Source: an optimization exercise on an open RTL-to-GDS flow (aim: small area, a short achievable clock period and few clock cycles per item). Production flows keep margins and buffers that such runs may drop.
Function was checked by simulation only, so behaviour that the tests miss may differ from the original.

$ cat flow/design.v
module CNN(
    input                           clk,
    input                           rst_n,
    input                           in_valid,
    input      signed   [15:0]      in_data,
    input                           opt,
    output reg                      out_valid, 
    output reg signed   [15:0]      out_data	
);
reg signed [15:0] ifmap_Buffer[0:5][0:5];   
reg signed [15:0] kernel_Buffer[0:8];  
reg [5:0] count;
reg [2:0] state, next_state;
reg signed [15:0] conv_layer[0:15];
reg signed [15:0] relu_layer[0:15];
reg opt_reg;
genvar i;
parameter IDLE = 'd0;
parameter READ = 'd1;
parameter CAL  = 'd2;
parameter OUT  = 'd3;
always @(posedge clk or negedge rst_n) begin
    if(!rst_n)begin
        state <= IDLE;
    end
    else begin
        state <= next_state;
    end 
end
always @(*) begin
    case(state)
        IDLE:begin
            if(in_valid)begin
                next_state <= READ;
            end
            else begin
                next_state <= IDLE;
            end
        end
        READ:begin
            if(count == 'd44)begin
                next_state <= CAL;
            end
            else begin
                next_state <= READ;
            end
        end
        CAL:begin
            if(count == 'd16)begin
                next_state <= OUT;
            end
            else begin
                next_state <= CAL;
            end
        end
        OUT:begin
            if(count == 'd3)begin
                next_state <= IDLE;
            end
            else begin
                next_state <= OUT;
            end
        end
        default : next_state <= IDLE;
    endcase
end
always @(posedge clk) begin
    if(in_valid && count == 0)begin
        opt_reg <= opt;
    end
end
always@(posedge clk) begin
	if(in_valid && (count < 36 && count >= 0))begin
        ifmap_Buffer[count/6][count%6] <= in_data;
    end
end
always@(posedge clk) begin
    if(in_valid && (count < 45 && count >= 36))begin
        kernel_Buffer[count - 'd36] <= in_data;
    end
end
always@(posedge clk or negedge rst_n) begin
	if(!rst_n) begin
		count <= 'd0;
	end
    else if(count == 'd44 && state == READ) begin
		count <= 'd0;
	end 
	else if(in_valid) begin
		count <= count + 'd1;
	end 
	else if(count == 'd16 && state == CAL) begin
		count <= 'd0;
	end
    else if(count == 'd3 && state == OUT) begin
		count <= 'd0;
	end  
    else if(state == CAL || state == OUT) begin
		count <= count + 'd1;
	end                  
	else begin
		count <= count;
	end 
end
wire [2:0] row = count[4:2];
wire [2:0] col = count[1:0];
always@(posedge clk) begin
    if(count < 16 && state == CAL)begin
        conv_layer[count] <= ifmap_Buffer[row  ][col  ] * kernel_Buffer[0] +
                             ifmap_Buffer[row  ][col+1] * kernel_Buffer[1] +
                             ifmap_Buffer[row  ][col+2] * kernel_Buffer[2] +
                             ifmap_Buffer[row+1][col  ] * kernel_Buffer[3] +
                             ifmap_Buffer[row+1][col+1] * kernel_Buffer[4] +
                             ifmap_Buffer[row+1][col+2] * kernel_Buffer[5] +
                             ifmap_Buffer[row+2][col  ] * kernel_Buffer[6] +
                             ifmap_Buffer[row+2][col+1] * kernel_Buffer[7] +
                             ifmap_Buffer[row+2][col+2] * kernel_Buffer[8] ;
    end
end
generate
for(i = 0; i < 16; i = i + 1)begin
    always @(posedge clk) begin
        if(!opt_reg)begin
            if(conv_layer[i][15])begin
                relu_layer[i] <= 0;
            end
            else begin
                relu_layer[i] <= conv_layer[i];      
            end
        end
        else begin
            relu_layer[i] <= conv_layer[i];
        end
    end
end
endgenerate
wire signed [15:0] maxpool_l1 [0:7];
wire signed [15:0] maxpool_l2 [0:3];
assign maxpool_l1[0] = (relu_layer[0]  > relu_layer[1])  ? relu_layer[0]  : relu_layer[1];
assign maxpool_l1[1] = (relu_layer[2]  > relu_layer[3])  ? relu_layer[2]  : relu_layer[3];
assign maxpool_l1[2] = (relu_layer[4]  > relu_layer[5])  ? relu_layer[4]  : relu_layer[5];
assign maxpool_l1[3] = (relu_layer[6]  > relu_layer[7])  ? relu_layer[6]  : relu_layer[7];
assign maxpool_l1[4] = (relu_layer[8]  > relu_layer[9])  ? relu_layer[8]  : relu_layer[9];
assign maxpool_l1[5] = (relu_layer[10] > relu_layer[11]) ? relu_layer[10] : relu_layer[11];
assign maxpool_l1[6] = (relu_layer[12] > relu_layer[13]) ? relu_layer[12] : relu_layer[13];
assign maxpool_l1[7] = (relu_layer[14] > relu_layer[15]) ? relu_layer[14] : relu_layer[15];
assign maxpool_l2[0] = (maxpool_l1[0] > maxpool_l1[2]) ? maxpool_l1[0] : maxpool_l1[2];
assign maxpool_l2[1] = (maxpool_l1[1] > maxpool_l1[3]) ? maxpool_l1[1] : maxpool_l1[3];
assign maxpool_l2[2] = (maxpool_l1[4] > maxpool_l1[6]) ? maxpool_l1[4] : maxpool_l1[6];
assign maxpool_l2[3] = (maxpool_l1[5] > maxpool_l1[7]) ? maxpool_l1[5] : maxpool_l1[7];
always@(posedge clk or negedge rst_n) begin
    if(!rst_n)begin
        out_valid <= 0;
    end
    else if(state == OUT)begin
        out_valid <= 1;
    end
    else begin
        out_valid <= 0;
    end
end
always@(posedge clk or negedge rst_n) begin
    if(!rst_n)begin
        out_data <= 0;
    end
    else if(state == OUT)begin
        out_data <= maxpool_l2[count];
    end
    else begin
        out_data <= 0;
    end
end
endmodule
$ cat flow/run.sh
#!/bin/bash
# synth_recipe.tcl (not shown) runs the flow's synth.tcl, then flattens the netlist and writes it again
# the make line also repeats each setting of config.mk as NAME=value (left out here)
make -C /OpenROAD-flow-scripts/flow DESIGN_CONFIG=/design/flow/config.mk WORK_HOME=/design/flow/orfs CLKGATE_MAP_FILE= SYNTH_SCRIPT=/design/flow/synth_recipe.tcl finish
$ cat flow/config.mk
export PLATFORM = sky130hd
export DESIGN_NAME = CNN
export DESIGN_NICKNAME = CNN
export VERILOG_FILES = /design/flow/design.v
export SDC_FILE = /design/flow/constraint.sdc
export NUM_CORES = 4
export LEC_CHECK = 0
export CAP_MARGIN = 20
export CORE_MARGIN = 2
export CORE_UTILIZATION = 40
export SLEW_MARGIN = 20
$ cat flow/constraint.sdc
create_clock -name core_clock -period 18.0 [get_ports {clk}]
set_input_delay 3.6000 -clock core_clock [delete_from_list [all_inputs] [get_ports {clk}]]
set_output_delay 3.6000 -clock core_clock [all_outputs]
set_load 0.01 [all_outputs]
==> run summary <==
[worst reg2reg max path, delay by kind of cell (launching register included)]
kind / cells / cell delay, ps
AOI/OAI and AO/OA: 11 / 3540
adders and majority gates: 15 / 6970
xor gates and xnor gates: 5 / 1400
buffers and inverters: 9 / 1950
muxes: 1 / 610
DFF: 1 / 880
and+or+nand+nor: 2 / 340
[synthesized netlist by cell type (18+ instances only)]
library cell  instances  area [sq um]
o21ai_0             123           616
nand3_1              47           235
mux2_2              129          1450
buf_2                77           385
o21a_1               73           548
mux2i_1             271          2710
a21o_1               34           255
a211oi_1             44           330
and2_1              677          4240
nand2_1             880          3300
nand4_1              60           375
inv_1              1230          4620
dfrtp_1              25           626
clkbuf_1            247           927
a221oi_1             20           175
fa_1                918         18400
buf_4                36           270
xor2_1               60           526
edfxtp_1            977         29300
o221ai_1             18           158
or2_2                19           119
buf_1                30           113
xnor2_1             266          2330
ha_1                668          8360
mux4_2              768         17300
o22ai_1              29           181
a31oi_1              41           257
o211ai_1             33           248
a21oi_1             107           536
buf_6                35           394
dfxtp_1             256          5120
nor2_1              127           477
and3_1               47           294
nand2b_1             69           432
nor2b_1             130           813
[per-stage QoR]
step	hold WS [ps]	util (%)	setup slack [ps]
after floorplan	420	-	3670
after global placement	422	42.0	2420
after detailed placement	424	42.0	2270
after CTS	344	43.8	2150
after global routing	377	43.8	1250
final	357	43.8	1990
[cell type report]
type	instances	share of cell area [%]
clock buffer	189	3.45
inverter	1232	3.90
tap	3570	3.77
multi-input combinational	5834	56.7
sequential	1258	29.6
timing repair buffer	266	1.81
antenna	8	0.0169
clock inverter	79	0.700
[layer usage]
layer / wire, um / part of all wire, % / GRT usage [%] / up-vias
met5: 47 / 0.013 / 0 / -
met4: 25600 / 6.9 / 14.6 / 8
met3: 39000 / 11 / 6.83 / 938
met2: 165000 / 45 / 41.5 / 4143
met1: 140000 / 38 / 34.3 / 37800
li1: - / - / - / 30400
[worst max path at each step]
stage                     slack, ps                            to  cells past startpoint            startpoint
after detailed placement       2270   conv_layer[4][15]$_DFFE_PP_                     43  count[2]$_DFFE_PN0P_
after CTS                      2150  conv_layer[14][15]$_DFFE_PP_                     43  count[2]$_DFFE_PN0P_
after floorplan                3670   conv_layer[0][15]$_DFFE_PP_                     52  count[0]$_DFFE_PN0P_
after global routing           1250  conv_layer[14][15]$_DFFE_PP_                     43  count[2]$_DFFE_PN0P_
after global placement         2420   conv_layer[4][15]$_DFFE_PP_                     43  count[2]$_DFFE_PN0P_
final                          1990  conv_layer[14][15]$_DFFE_PP_                     43  count[2]$_DFFE_PN0P_
[cells by family after synthesis]
logic type      share of synthesized area (%)
compound gates                           3.82
xor+xnor                                 3.12
fa+ha+maj                                24.7
buf+inv                                  6.40
flops                                    32.4
mux                                      19.9
simple gates                             9.74
==> results_dict.tcl <==
set metrics [dict create \
    yosys_warnings 2 \
    reg2reg_depth 43 \
    nets 10400 \
    initial_utilization_pct 40.1 \
    num_vias 73300 \
    clockBufferDepth 4 \
    gp_congestion 0.975 \
    critPathBufInv 9 \
    syn_to_final_growth_pct 9.30 \
    port_buffers 36 \
    antenna_found_initial 24 \
    synth_edf_count 977 \
    seq_area_sq_um 35100 \
    cp.required_ps 18580 \
    hold_start "conv_layer[14][3]$_DFFE_PP_" \
    grt_max_degree 134 \
    drt-total-wl_um 370000 \
    wl_per_cell_um 29.7 \
    cts_tree "built" \
    synth-seq-area-share_pct 32.4 \
    r2r_end "conv_layer[14][15]$_DFFE_PP_" \
    mostFrequentLayoutCells "inv_1 (1230), edfxtp_1 (977), fa_1 (913)" \
    tightest_slew_ps 1240 \
    slew_headroom_pct 17.1 \
    cts_resized 0 \
    finClkSkew_ps 95.4 \
    period_needed_ps 16010 \
    cts-root-buf "clkbuf_16" \
    status "no timing/DRC/antenna violations" \
    grt.total_usage_pct 26.8 \
    clk-insertion-delay-late_ps 870 \
    grt.overflow.total 0 \
    async_reset_ff_share_pct 1.99 \
    cts_max_level 4 \
    vias_per_cell 5.89 \
    post-dp-hpwl_um 277000 \
    max_clock_freq_mhz 62.5 \
    dieArea_sq_um 275000 \
    synth_ff_type "edfxtp_1" \
    syn_area_sq_um 108000 \
    grt_pass1_wl_um 533000 \
    final_common_cell "inv_1" \
    drt_iter0_drc 8342 \
    dp.cells 12200 \
    end_kind "register" \
    final_layout_size_suffix_gt1_share_pct 17.2 \
    rows 191 \
    final.setup.tns_ps 0 \
    cts_sinks 1258 \
    ys_ff_latch 1258 \
    post_dp_cell_area_sq_um 114000 \
    finalMaxSlewViolations 0 \
    cp_max_fo 18 \
    final_antenna_net_count 0 \
    path_class "register to register" \
    instances_no_fill 12400 \
    finalInstanceArea_sq_um 119000 \
    slowest_stage "a211oi_1" \
    rsz0062_at_grt "false" \
    die_h_um 525 \
    syn_area_per_cell_sq_um 12.4 \
    fin_crit_sh_pct 88.9 \
    first_pass_iters 7 \
    finalSetupViolCount 0 \
    fillers 24600 \
    numCtsBuffers 155 \
    rrSetupSlack_ps 1990 \
    postCtsSetupRepairBufs 0 \
    arrival_ps 16590 \
    largest_reg_flops 576 \
    route.detailed.drc 0 \
    clk_pin_slew_ps 70 \
    largest_register "ifmap_Buffer" \
    hold_buffers 0 \
    multi_input_area_sq_um 67300 \
    critPathMaxStageDelay_ps 1000 \
    start_kind "register" \
    hold_end "relu_layer[14][3]$_DFF_P_" \
    largestRegisters "ifmap_Buffer x576, conv_layer x256, relu_layer x256" \
    crit_top_cell "fa_1" \
    yosysUniqueCellTypes 89 \
    core_area_sq_um 270000 \
    synth_nets 10400 \
    io_pins 37 \
    synth_cells 8762 \
    hold_path_class "register to register" \
    cap_violations 0 \
    hold_depth 1 \
    die_w_um 525 \
    grt_pass1_vias 74700 \
    r2r-start "count[2]$_DFFE_PN0P_" \
    crit_family "adder cells" \
    hold_violations 0 \
]
Testbench counts, summed over its fixed seeds: cycles 64,320, items 960.

-- afterwards: timing with drivers on the ports --
The flow's constraints put no driver on any port. The routed layout listed below was extracted and timed again, unchanged, in two steps.
Step 1 sets driving cells, clkbuf_16 on the clock port and buf_2 on the other inputs (assumed; they add their load-dependent delay and slew).
Step 2 also shifts input and output timing later by t, the mid clock arrival at the registers, as if the neighbouring blocks saw the same clock.
Three values: ideal ports, drivers, drivers and shift; two values: the first two.
t, ns: 0.918
setup slack, ns: 1.994 / 1.994 / 1.994
worst setup path after step 2: register to register
worst slew at a driven data input, ns: 0.11
After both steps this run still meets setup and hold. For this run, drivers alone change the setup slack by 0.000 ns; drivers and shift together by 0.000 ns.
